From an optimization exercise on the open Yosys and OpenROAD flow, aimed at small area; shortcuts taken in it are not production practice. At most, simulation tests tie the RTL to the original design; equivalence was not proved. No functional check of the RTL was part of run 2.

==> flow/design.v, too long to show whole: its modules and the start of the top module <==
// module muladd: 607 lines
// module sid_dac: 167 lines
// module sid_filter: 242 lines
module sid_filter (
    input  logic               clk,
    input  logic               rst,
    input  logic [4:0]         cycle,
    input  logic [31:0]        freg,
    input  logic               cfg_model,
    input  logic [8:0]         cfg_fc_base,
    input  logic signed [10:0] cfg_fc_offset,
    input  logic signed [21:0] voice_i,
    output logic signed [19:0] audio_o
);
  // ...
==> flow/sid_filter_tanh.hex <==
0000
001c
0038
0055
0071
008d
00a9
00c6
00e2
00fe
011a
0136
0153
016f
018b
01a7
01c3
01e0
01fc
0218
0234
0250
026c
0288
02a5
02c1
02dd
02f9
0315
0331
034d
0369
0385
03a1
03bd
03d9
03f5
0411
042d
0449
0465
0480
049c
04b8
04d4
04f0
050b
0527
0543
055f
057a
0596
05b2
05cd
05e9
0604
0620
063b
0657
0672
068e
06a9
06c5
06e0
06fb
0717
0732
074d
0768
0783
079f
07ba
07d5
07f0
080b
0826
0841
085c
0877
0892
08ac
08c7
08e2
08fd
0917
0932
094d
0967
0982
099c
09b7
09d1
09eb
0a06
0a20
0a3a
0a55
0a6f
0a89
0aa3
0abd
0ad7
0af1
0b0b
0b25
0b3f
0b59
0b73
0b8c
0ba6
0bc0
0bd9
0bf3
0c0c
0c26
0c3f
0c58
0c72
0c8b
0ca4
0cbe
0cd7
0cf0
0d09
0d22
0d3b
0d54
0d6c
0d85
0d9e
0db7
0dcf
0de8
0e00
0e19
0e31
0e4a
0e62
0e7a
0e93
0eab
0ec3
0edb
0ef3
0f0b
0f23
0f3b
0f53
0f6a
0f82
0f9a
0fb1
0fc9
0fe0
0ff8
100f
1027
103e
1055
106c
1083
109a
10b1
10c8
10df
10f6
110d
1123
113a
1151
1167
117e
1194
11aa
11c1
11d7
11ed
1203
1219
122f
1245
125b
1271
1287
129c
12b2
12c8
12dd
12f3
1308
131d
1333
1348
135d
1372
1387
139c
13b1
13c6
13db
13ef
1404
1419
142d
1442
1456
146b
147f
1493
14a7
14bb
14d0
14e4
14f7
150b
151f
1533
1547
155a
156e
1581
1595
15a8
15bb
15cf
15e2
15f5
1608
161b
162e
1641
1654
1666
1679
168c
169e
16b1
16c3
16d6
16e8
16fa
170d
171f
1731
1743
1755
1767
1778
178a
179c
17ae
17bf
17d1
17e2
17f4
1805
1816
1827
1838
184a
185b
186c
187c
188d
189e
18af
18c0
18d0
18e1
18f1
1902
1912
1922
1932
1943
1953
1963
1973
1983
1993
19a2
19b2
19c2
19d1
19e1
19f1
1a00
1a0f
1a1f
1a2e
1a3d
1a4c
1a5c
1a6b
1a7a
1a89
1a97
1aa6
1ab5
1ac4
1ad2
1ae1
1aef
1afe
1b0c
1b1b
1b29
1b37
1b45
1b53
1b61
1b6f
1b7d
1b8b
1b99
1ba7
1bb5
1bc2
1bd0
1bdd
1beb
1bf8
1c06
1c13
1c20
1c2e
1c3b
1c48
1c55
1c62
1c6f
1c7c
1c89
1c95
1ca2
1caf
1cbb
1cc8
1cd4
1ce1
1ced
1cfa
1d06
1d12
1d1e
1d2b
1d37
1d43
1d4f
1d5b
1d67
1d72
1d7e
1d8a
1d96
1da1
1dad
1db8
1dc4
1dcf
1ddb
1de6
1df1
1dfc
1e08
1e13
1e1e
1e29
1e34
1e3f
1e4a
1e54
1e5f
1e6a
1e75
1e7f
1e8a
1e94
1e9f
1ea9
1eb4
1ebe
1ec8
1ed3
1edd
1ee7
1ef1
1efb
1f05
1f0f
1f19
1f23
1f2d
1f37
1f40
1f4a
1f54
1f5d
1f67
1f71
1f7a
1f83
1f8d
1f96
1fa0
1fa9
1fb2
1fbb
1fc4
1fcd
1fd6
1fdf
1fe8
1ff1
1ffa
2003
200c
2015
201d
2026
202f
2037
2040
2048
2051
2059
2062
206a
2072
207b
2083
208b
2093
209b
20a3
20ab
20b3
20bb
20c3
20cb
20d3
20db
20e2
20ea
20f2
20fa
2101
2109
2110
2118
211f
2127
212e
2135
213d
2144
214b
2153
215a
2161
2168
216f
2176
217d
2184
218b
2192
2199
21a0
21a6
21ad
21b4
21bb
21c1
21c8
21ce
21d5
21dc
21e2
21e9
21ef
21f5
21fc
2202
2208
220f
2215
221b
2221
2227
222e
2234
223a
2240
2246
224c
2252
2258
225d
2263
2269
226f
2275
227a
2280
2286
228b
2291
2297
229c
22a2
22a7
22ad
22b2
22b7
22bd
22c2
22c8
22cd
22d2
22d7
22dd
22e2
22e7
22ec
22f1
22f6
22fb
2300
2305
230a
230f
2314
2319
231e
2323
2328
232d
2331
2336
233b
2340
2344
2349
234e
2352
2357
235b
2360
2364
2369
236d
2372
2376
237b
237f
2383
2388
238c
2390
2394
2399
239d
23a1
23a5
23a9
23ae
23b2
23b6
23ba
23be
23c2
23c6
23ca
23ce
23d2
23d6
23da
23dd
23e1
23e5
23e9
23ed
23f1
23f4
23f8
23fc
23ff
2403
2407
240a
240e
2412
2415
2419
241c
2420
2423
2427
242a
242e
2431
2435
2438
243b
243f
2442
2445
2449
244c
244f
2452
2456
2459
245c
245f
2462
2466
2469
246c
246f
2472
2475
2478
247b
247e
2481
2484
2487
248a
248d
2490
2493
2496
2498
249b
249e
24a1
24a4
24a7
24a9
24ac
24af
24b2
24b4
24b7
24ba
24bc
24bf
24c2
24c4
24c7
24ca
24cc
24cf
24d1
24d4
24d6
24d9
24db
24de
24e0
24e3
24e5
24e8
24ea
24ed
24ef
24f1
24f4
24f6
24f8
24fb
24fd
24ff
2502
2504
2506
2508
250b
250d
250f
2511
2514
2516
2518
251a
251c
251e
2520
2523
2525
2527
2529
252b
252d
252f
2531
2533
2535
2537
2539
253b
253d
253f
2541
2543
2545
2547
2549
254b
254c
254e
2550
2552
2554
2556
2557
2559
255b
255d
255f
2560
2562
2564
2566
2567
2569
256b
256d
256e
2570
2572
2573
2575
2577
2578
257a
257b
257d
257f
2580
2582
2583
2585
2587
2588
258a
258b
258d
258e
2590
2591
2593
2594
2596
2597
2599
259a
259c
259d
259e
25a0
25a1
25a3
25a4
25a5
25a7
25a8
25aa
25ab
25ac
25ae
25af
25b0
25b2
25b3
25b4
25b5
25b7
25b8
25b9
25bb
25bc
25bd
25be
25c0
25c1
25c2
25c3
25c4
25c6
25c7
25c8
25c9
25ca
25cc
25cd
25ce
25cf
25d0
25d1
25d3
25d4
25d5
25d6
25d7
25d8
25d9
25da
25db
25dc
25de
25df
25e0
25e1
25e2
25e3
25e4
25e5
25e6
25e7
25e8
25e9
25ea
25eb
25ec
25ed
25ee
25ef
25f0
25f1
25f2
25f3
25f4
25f5
25f6
25f6
25f7
25f8
25f9
25fa
25fb
25fc
25fd
25fe
25ff
2600
2600
2601
2602
2603
2604
2605
2606
2606
2607
2608
2609
260a
260b
260b
260c
260d
260e
260f
260f
2610
2611
2612
2613
2613
2614
2615
2616
2616
2617
2618
2619
2619
261a
261b
261b
261c
261d
261e
261e
261f
2620
2620
2621
2622
2622
2623
2624
2625
2625
2626
2627
2627
2628
2628
2629
262a
262a
262b
262c
262c
262d
262e
262e
262f
262f
2630
2631
2631
2632
2632
2633
2634
2634
2635
2635
2636
2636
2637
2638
2638
2639
2639
263a
263a
263b
263b
263c
263d
263d
263e
263e
263f
263f
2640
2640
2641
2641
2642
2642
2643
2643
2644
2644
2645
2645
2646
2646
2647
2647
2648
2648
2649
2649
2649
264a
264a
264b
264b
264c
264c
264d
264d
264e
264e
264e
264f
264f
2650
2650
2651
2651
2651
2652
2652
2653
2653
2653
2654
2654
2655
2655
2655
2656
2656
2657
2657
2657
2658
2658
2658
2659
2659
265a
265a
265a
265b
265b
265b
265c
265c
265d
265d
265d
265e
265e
265e
265f
265f
265f
2660
2660
2660
2661
2661
2661
2662
==> flow/run.sh <==
#!/bin/bash
# synth_recipe.tcl (not shown) runs the flow's synth.tcl, then flattens the netlist and writes it again
# the make line also repeats each setting of config.mk as NAME=value (left out here)
make -C /OpenROAD-flow-scripts/flow DESIGN_CONFIG=/design/flow/config.mk WORK_HOME=/design/flow/orfs CLKGATE_MAP_FILE= SYNTH_SCRIPT=/design/flow/synth_recipe.tcl finish
==> flow/config.mk <==
export PLATFORM = sky130hd
export DESIGN_NAME = sid_filter
export DESIGN_NICKNAME = sid_filter
export VERILOG_FILES = /design/flow/design.v
export SDC_FILE = /design/flow/constraint.sdc
export NUM_CORES = 4
export LEC_CHECK = 0
export CAP_MARGIN = 20
export CORE_MARGIN = 2
export CORE_UTILIZATION = 40
export SLEW_MARGIN = 20
export SYNTH_MEMORY_MAX_BITS = 32768
==> flow/constraint.sdc <==
create_clock -name core_clock -period 18.0 [get_ports {clk}]
set_input_delay 3.6000 -clock core_clock [delete_from_list [all_inputs] [get_ports {clk}]]
set_output_delay 3.6000 -clock core_clock [all_outputs]
set_load 0.01 [all_outputs]
==> flow_metrics.tcl, run 1 <==
set metrics [dict create \
    async_flop_share_pct 0 \
    slew_headroom_pct 20.6 \
    reg2reg_from "b[6]" \
    synth_top_area_share_pct 23.6 \
    hold_violations 0 \
    min_period_over_period_pct 84.1 \
    hold_path_startpoint "v5[13]" \
    fin_area_um2 32800 \
    clock_latency_ns 0.56 \
    clock_buffers 34 \
    start_util_pct 40.5 \
    outcome "complete, no violations" \
    cts.reportedPaths.clkPinSlew_ns 0.06 \
    met3_usage_pct 8.26 \
    max_stage_delay_ns 0.74 \
    crit_required_ns 18.28 \
    design.seq.count 211 \
    dieHeight_um 279 \
    grt_first_pass_wirelength_mm 188 \
    crit_path_start_kind "input pin" \
    fin_cells 4629 \
    dieArea_um2 77900 \
    pin_count 102 \
    crit_slowest_cell "a211oi_4" \
    met2_usage_pct 45.9 \
    placed_cells 4578 \
    fin_crit_ns 15.13 \
    ys_warn_count 1 \
    cts_sinks 211 \
    drcViolationCount 0 \
    setup_viol 0 \
    numCtsBuffers 26 \
    layout_commonest_cell "nand2_1" \
    n_all_buffers 211 \
    diodes 3 \
]
==> module sid_filter, before the edit <==
module sid_filter (
    input  logic               clk,
    input  logic               rst,
    input  logic [4:0]         cycle,
    input  logic [31:0]        freg,
    input  logic               cfg_model,
    input  logic [8:0]         cfg_fc_base,
    input  logic signed [10:0] cfg_fc_offset,
    input  logic signed [21:0] voice_i,
    output logic signed [19:0] audio_o
);
    localparam MOS6581 = 1'b0;
    localparam logic [23:0] MIXER_DC_6581 = 24'(-(1 << 20)/18);
    logic [7:0] freg_fc_lo, freg_fc_hi;
    logic [3:0] freg_res, freg_filt, freg_mode, freg_vol;
    always_comb begin
        { freg_fc_lo, freg_fc_hi, freg_res, freg_filt, freg_mode, freg_vol } = freg;
    end
    function automatic logic [23:0] add24(logic [23:0] x, logic [23:0] y, logic ci);
        logic c;
        c = ci;
        for (int i = 0; i < 24; i++) begin
            add24[i] = x[i] ^ y[i] ^ c;
            c = (x[i] & y[i]) | (c & (x[i] ^ y[i]));
        end
    endfunction
    function automatic logic signed [15:0] clamp(logic signed [16:0] x);
        unique case (x[16:15])
          2'b10: clamp = -32768;
          2'b01: clamp =  32767;
          default:
                 clamp =  x[15:0];
        endcase
    endfunction
    logic c_1, c_2, c_3, c_4, c_5, c_6, c_7, c_8;
    logic first;                 
    always_comb begin
        first = cycle <= 5'd5;
        c_1 = cycle == 1 || cycle == 6;
        c_2 = cycle == 2 || cycle == 7;
        c_3 = cycle == 3 || cycle == 8;
        c_4 = cycle == 4 || cycle == 9;
        c_5 = cycle == 5 || cycle == 10;
        c_6 = cycle == 6 || cycle == 11;
        c_7 = cycle == 7 || cycle == 12;
        c_8 = cycle == 8 || cycle == 13;
    end
    logic ph_lpbp, ph_hp;
    always_ff @(posedge clk) begin
        ph_lpbp <= c_2 || c_4;
        ph_hp   <= c_5;
    end
    logic signed [15:0] v5, v4, v3, v2, v1, v0;
    logic signed [15:0] v_next;
    logic [14:0]        a;
    logic signed [15:0] b;
    logic [33:0]        mx;
    logic [26:10]       my;
    logic [33:0]        o;
    muladd opamp (
        .a (a),
        .b (b),
        .x (mx),
        .y (my),
        .k (ph_hp),
        .o (o)
    );
    always_comb begin
        mx = '0;
        my = '0;
        if (ph_lpbp) begin
            mx = { ~{ v5[15], v5 }, 17'h1ffff };
        end
        if (ph_hp) begin
            mx[26:3] = ~vi;
            my       = ~{ v1[15], v1 };
        end
        v_next = clamp(ph_hp ? o[26:10] : ~o[33:17]);
        audio_o = o[19:0];
    end
    always_ff @(posedge clk) begin
        if (rst) begin
            { v5, v4, v3, v2, v1, v0 } <= '0;
        end else if (c_3 || c_5 || c_6) begin
            { v5, v4, v3, v2, v1, v0 } <= { v4, v3, v2, v1, v0, v_next };
        end
    end
    logic [10:0]        fc;
    logic [11:0]        fc_offset;
    logic [12:0]        dac_x;
    logic signed [10:0] fc_x;
    always_comb begin
        fc = { freg_fc_hi, freg_fc_lo[2:0] };
        fc_offset = { 12'(signed'(cfg_fc_offset)) } + 12'h600;
    end
    sid_dac fc_dac (
        .vin  (fc),
        .noff (~{ fc_offset[11], fc_offset }),
        .x    (dac_x)
    );
    always_ff @(posedge clk) begin
        if (c_1) begin
            fc_x <= (signed'(dac_x) < -1023) ? -11'sd1023 :
                    (signed'(dac_x) >  1023) ?  11'sd1023 :
                    dac_x[10:0];
        end
    end
    logic [15:0] tanh_tbl[1024];
    initial begin
        $readmemh("sid_filter_tanh.hex", tanh_tbl);
    end
    logic [9:0]  tanh_i;
    logic [13:0] tanh_y;
    logic [14:0] w0_p, w0_q, w0;
    logic        w0_c;
    always_comb begin
        tanh_i = 10'(fc_x[10] ? -fc_x : fc_x);
        tanh_y = 14'(tanh_tbl[tanh_i]);
        if (cfg_model == MOS6581) begin
            w0_p = 15'(add24(24'(cfg_fc_base[8:3]), 24'd9883, 1'b0));
            w0_q = { 15{fc_x[10]} } ^ { 1'b0, tanh_y };
            w0_c = fc_x[10];
        end else begin
            w0_p = { 2'b0, fc, 2'b0 };
            w0_q = { 4'b0, fc };
            w0_c = 1'b0;
        end
        w0 = 15'(add24(24'(w0_p), 24'(w0_q), w0_c));
    end
    logic [10:0] _1_Q_lsl10;
    always_comb begin
        if (cfg_model == MOS6581) begin
            unique case (freg_res)
              4'd0: _1_Q_lsl10 = 11'd1448;
              4'd1: _1_Q_lsl10 = 11'd1324;
              4'd2: _1_Q_lsl10 = 11'd1219;
              4'd3: _1_Q_lsl10 = 11'd1129;
              4'd4: _1_Q_lsl10 = 11'd1052;
              4'd5: _1_Q_lsl10 = 11'd984;
              4'd6: _1_Q_lsl10 = 11'd925;
              4'd7: _1_Q_lsl10 = 11'd872;
              4'd8: _1_Q_lsl10 = 11'd826;
              4'd9: _1_Q_lsl10 = 11'd783;
              4'd10: _1_Q_lsl10 = 11'd745;
              4'd11: _1_Q_lsl10 = 11'd711;
              4'd12: _1_Q_lsl10 = 11'd679;
              4'd13: _1_Q_lsl10 = 11'd651;
              4'd14: _1_Q_lsl10 = 11'd624;
              4'd15: _1_Q_lsl10 = 11'd600;
            endcase
        end else begin
            unique case (freg_res)
              4'd0: _1_Q_lsl10 = 11'd1448;
              4'd1: _1_Q_lsl10 = 11'd1328;
              4'd2: _1_Q_lsl10 = 11'd1218;
              4'd3: _1_Q_lsl10 = 11'd1117;
              4'd4: _1_Q_lsl10 = 11'd1024;
              4'd5: _1_Q_lsl10 = 11'd939;
              4'd6: _1_Q_lsl10 = 11'd861;
              4'd7: _1_Q_lsl10 = 11'd790;
              4'd8: _1_Q_lsl10 = 11'd724;
              4'd9: _1_Q_lsl10 = 11'd664;
              4'd10: _1_Q_lsl10 = 11'd609;
              4'd11: _1_Q_lsl10 = 11'd558;
              4'd12: _1_Q_lsl10 = 11'd512;
              4'd13: _1_Q_lsl10 = 11'd470;
              4'd14: _1_Q_lsl10 = 11'd431;
              4'd15: _1_Q_lsl10 = 11'd395;
            endcase
        end
    end
    logic signed [23:0] vd, vi;
    logic signed [16:0] vf;
    logic [3:0]         vol;
    logic [1:0]         mode;    
    logic        v_filt, v_direct;
    logic [23:0] v_base, v_sum;
    logic [23:0] dc;
    always_comb begin
        unique case (1'b1)
          c_2:     v_filt = freg_filt[0];
          c_3:     v_filt = freg_filt[1];
          c_4:     v_filt = freg_filt[2];
          default: v_filt = freg_filt[3];
        endcase
        v_direct = ~v_filt && ~(c_4 && freg_mode[3]);
        dc = (cfg_model == MOS6581) ? MIXER_DC_6581 : 24'd0;
        v_base = v_filt ? (c_2 ? 24'd0 : vi) : (c_2 ? dc : vd);
        v_sum = add24(v_base, 24'(voice_i), 1'b0);
    end
    always_ff @(posedge clk) begin
        if (c_2 || c_3 || c_4 || c_5) begin
            if (v_filt) begin
                vi <= v_sum;
            end else if (c_2) begin
                vi <= '0;
            end
            if (v_direct) begin
                vd <= v_sum;
            end else if (c_2) begin
                vd <= dc;
            end
        end
    end
    logic [16:0] f_base, f_add, f_sum;
    always_comb begin
        f_base = c_4 ? 17'd0 : vf;
        unique case (1'b1)
          c_4:     f_add = freg_mode[0] ? 17'(v0) : 17'd0;
          c_6:     f_add = mode[0]      ? 17'(v0) : 17'd0;
          c_7:     f_add = vd[23:7];
          default: f_add = mode[1]      ? 17'(v0) : 17'd0;
        endcase
        f_sum = 17'(add24(24'(f_base), 24'(f_add), 1'b0));
    end
    always_ff @(posedge clk) begin
        if (c_4 || c_6 || c_7) begin
            vf <= f_sum;
        end
        if (c_5) begin
            mode <= freg_mode[2:1];
            vol  <= freg_vol;
        end
    end
    always_ff @(posedge clk) begin
        unique0 case (1'b1)
          c_2, c_4: begin
              a <= w0;
              b <= v4;
          end
          c_5: begin
              a <= 15'(_1_Q_lsl10);
              b <= v_next;
          end
          c_8: begin
              a <= 15'(vol);
              b <= clamp(f_sum);
          end
          default: ;
        endcase
    end
endmodule
==> inputs of run 2 (changes only) <==
--- a/flow/design.v
+++ b/flow/design.v
@@ -810,9 +810,7 @@
         endcase
     endfunction
     logic c_1, c_2, c_3, c_4, c_5, c_6, c_7, c_8;
-    logic first;                 
     always_comb begin
-        first = cycle <= 5'd5;
         c_1 = cycle == 1 || cycle == 6;
         c_2 = cycle == 2 || cycle == 7;
         c_3 = cycle == 3 || cycle == 8;
@@ -852,6 +850,7 @@
             mx[26:3] = ~vi;
             my       = ~{ v1[15], v1 };
         end
+        b = ph_lpbp ? v4 : ph_hp ? v0 : clamp(vf);
         v_next = clamp(ph_hp ? o[26:10] : ~o[33:17]);
         audio_o = o[19:0];
     end
@@ -991,7 +990,7 @@
         f_sum = 17'(add24(24'(f_base), 24'(f_add), 1'b0));
     end
     always_ff @(posedge clk) begin
-        if (c_4 || c_6 || c_7) begin
+        if (c_4 || c_6 || c_7 || c_8) begin
             vf <= f_sum;
         end
         if (c_5) begin
@@ -1001,18 +1000,9 @@
     end
     always_ff @(posedge clk) begin
         unique0 case (1'b1)
-          c_2, c_4: begin
-              a <= w0;
-              b <= v4;
-          end
-          c_5: begin
-              a <= 15'(_1_Q_lsl10);
-              b <= v_next;
-          end
-          c_8: begin
-              a <= 15'(vol);
-              b <= clamp(f_sum);
-          end
+          c_2, c_4: a <= w0;
+          c_5:      a <= 15'(_1_Q_lsl10);
+          c_8:      a <= 15'(vol);
           default: ;
         endcase
     end
--- a/flow/config.mk
+++ b/flow/config.mk
@@ -5,8 +5,10 @@
 export SDC_FILE = /design/flow/constraint.sdc
 export NUM_CORES = 4
 export LEC_CHECK = 0
+export ABC_AREA = 1
 export CAP_MARGIN = 20
 export CORE_MARGIN = 2
-export CORE_UTILIZATION = 40
+export CORE_UTILIZATION = 65
+export PLACE_DENSITY = 0.75
 export SLEW_MARGIN = 20
 export SYNTH_MEMORY_MAX_BITS = 32768
==> flow_metrics.tcl, run 2 <==
set metrics [dict create \
    outcome "complete, no violations" \
    wl_per_cell_um 24.2 \
    critical_path_class "reg2reg" \
    drv_cap 0 \
    synth.avg_cell_area_um2 7.03 \
    setup_viol 0 \
    crit_required_ns 18.37 \
    arrival_ns 17.60 \
    grt_pass1_vias 28900 \
    die_x_um 210 \
    min_path_type "reg2reg" \
    grt.total_usage_pct 48.6 \
    first_iter_violations 5530 \
    yosysTopAreaCell "fa_1" \
    coreArea_um2 41900 \
    place_hpwl_mm 78.1 \
    yosys-top-cells-count "1032 x nand2_1, 512 x inv_1, 450 x nor2_1, 358 x fa_1, 329 x nand3_1" \
    min_period_over_period_pct 95.7 \
    crit_path_end_kind "flip-flop" \
    synth_top_flop_cell "dfxtp_1" \
    nets 4362 \
    async_flop_share_pct 0 \
    rsz0062_at_grt "no" \
    grt_first_pass_wirelength_mm 163 \
    max_stage_delay_ns 0.55 \
    worst_pin_slew_ns 1.06 \
    ys_top_cells_by_area "fa_1 26%, nand2_1 14%, edfxtp_1 11%" \
    synthesis.nets 4422 \
    fin_skew_ns 0.0217 \
    syn_area_um2 27500 \
    crit_slowest_cell "fa_1" \
    cts_sinks 195 \
    cts_root_buffer "clkbuf_16" \
    start_util_pct 65.8 \
    overflow 0 \
    totalWireLength_mm 107 \
    slew_violations 0 \
    final.setup.tns_ns 0 \
    numCtsBuffers 17 \
    dr.pass1.iters 12 \
    vias 29200 \
    ys_types 60 \
    drcViolationCount 0 \
    cts_tree "yes" \
    postSynthCellCount 3914 \
    fin_crit_ns 17.23 \
    ant_nets 0 \
    gp_congestion 1.11 \
    synth_seq_cells 195 \
    seq_area_frac_synth_pct 17.7 \
    layout-drive-gt1-share_pct 5.07 \
    synth_most_common_cell "nand2_1" \
    clock_latency_ns 0.46 \
    top_regs "vd x24, vi x24, vf x17" \
    ys_warn_count 1 \
    cts_max_level 4 \
    dieHeight_um 210 \
    clock.fmax_mhz 58.0 \
    placement.io_buffers 93 \
    post_cts.repair.setup_buffers 0 \
    ctsHoldBuffers 0 \
    placed_cells 4374 \
    viasPerCell 6.61 \
    area_growth_pct 5.40 \
    layout_commonest_cell "nand2_1" \
    crit_top_cell "fa_1" \
    placementRows 75 \
    clockBufferDepth 2 \
    pin_count 102 \
    dieArea_um2 44000 \
    path_max_fanout 12 \
    mostFrequentLayoutCells "1031 x nand2_1, 509 x inv_1, 448 x nor2_1" \
    ctsResizeCount 0 \
    crit_path_start_kind "flip-flop" \
    cts.reportedPaths.clkPinSlew_ns 0.08 \
    hold_violations 0 \
    synth-edff-count 97 \
    grt_antenna_before_repair 1 \
    slew_headroom_pct 29.5 \
    fin_cells 4407 \
    synth_top_area_share_pct 26.0 \
    grt_start_max_net_pins 124 \
]
==> run 2: final timing paths <==
path              startpoint  endpoint  slack (ns)  cells past startpoint
hold / removal        v3[14]    v3[14]        0.49                      2
setup reg to reg      vf[15]     v0[7]        0.77                     52
hold reg to reg       v3[14]    v3[14]        0.49                      2
setup / recovery      vf[15]     v0[7]        0.77                     52
==> run 2: cell families after synthesis <==
group / Yosys count / synth area share [%]
and+or+nand+nor: 1941 / 29.8
buffers and inverters: 766 / 11.5
AOI/OAI and AO/OA: 577 / 11.6
adders and majority gates: 426 / 29.1
DFF: 195 / 17.7
xor gates and xnor gates: 9 / 0.314
==> run 2: routing by layer <==
| layer | vias to the layer above | wire length (um) | track usage [%] | share of wire (%) |
|---|---|---|---|---|
| li1 | 12200 | - | - | - |
| met1 | 13400 | 34100 | 56.8 | 32 |
| met2 | 2670 | 46600 | 74.5 | 44 |
| met3 | 788 | 14700 | 14.2 | 14 |
| met4 | 0 | 11200 | 40.0 | 10 |
| met5 | - | 0 | 0 | 0 |
==> run 2: area by class of cell <==
class | instances | area, um2
flip-flops and latches | 195 | 4870
clock inverters | 14 | 134
fillers | 3304 | 12800
multi-input cells | 2953 | 19500
clock buffers | 18 | 439
well taps | 539 | 674
repair buffers | 143 | 1310
inverters | 544 | 2060
diodes | 1 | 2.50
==> run 2: critical path, delay by kind of cell, from the launching register on <==
kind                       cells  cell delay, ns
buffers and inverters         10            1.75
adders and majority gates     32           12.66
DFF                            1            0.39
AOI/OAI and AO/OA              6            1.64
and+or+nand+nor                4            0.69
==> run 2: stage by stage <==
step           hold slack (ns)  area [um2]  worst slack (ns)  utilization, %
3_3_place_gp             0.456       28400              1.44            67.9
3_5_place_dp             0.469       28400              1.10            67.9
2_1_floorplan            0.447       27500              2.93               -
6_report                 0.486       29000             0.766            69.3
5_1_grt                  0.506       29000             0.135            69.3
4_1_cts                  0.484       29000              1.04            69.3

==> port drivers added, routing unchanged <==
In the flow no input, the clock included, has a driving cell. The finished layouts below were timed again as built, in two steps.
Step 1, drivers: a clkbuf_16 drives clk and a buf_2 each remaining input, both assumed.
Step 2 also shifts input and output timing later by t, the mid clock arrival at the registers, as if the neighbouring blocks saw the same clock.
a / b / c = ideal / step 1 / step 2; a / b = the first two.
| run | t (ns) | setup WS [ns] | pins driven straight from the clock port |
|---|---|---|---|
| run 1 | 0.607 | 2.867 / 2.901 / 2.294 | 1 |
| run 2 | 0.503 | 0.766 / 0.766 / 0.766 | 1 |
After both steps setup and hold are still met in every run listed. The setup slack of run 1, which loses most, moves by +0.034 ns with the drivers and by -0.573 ns with both steps.
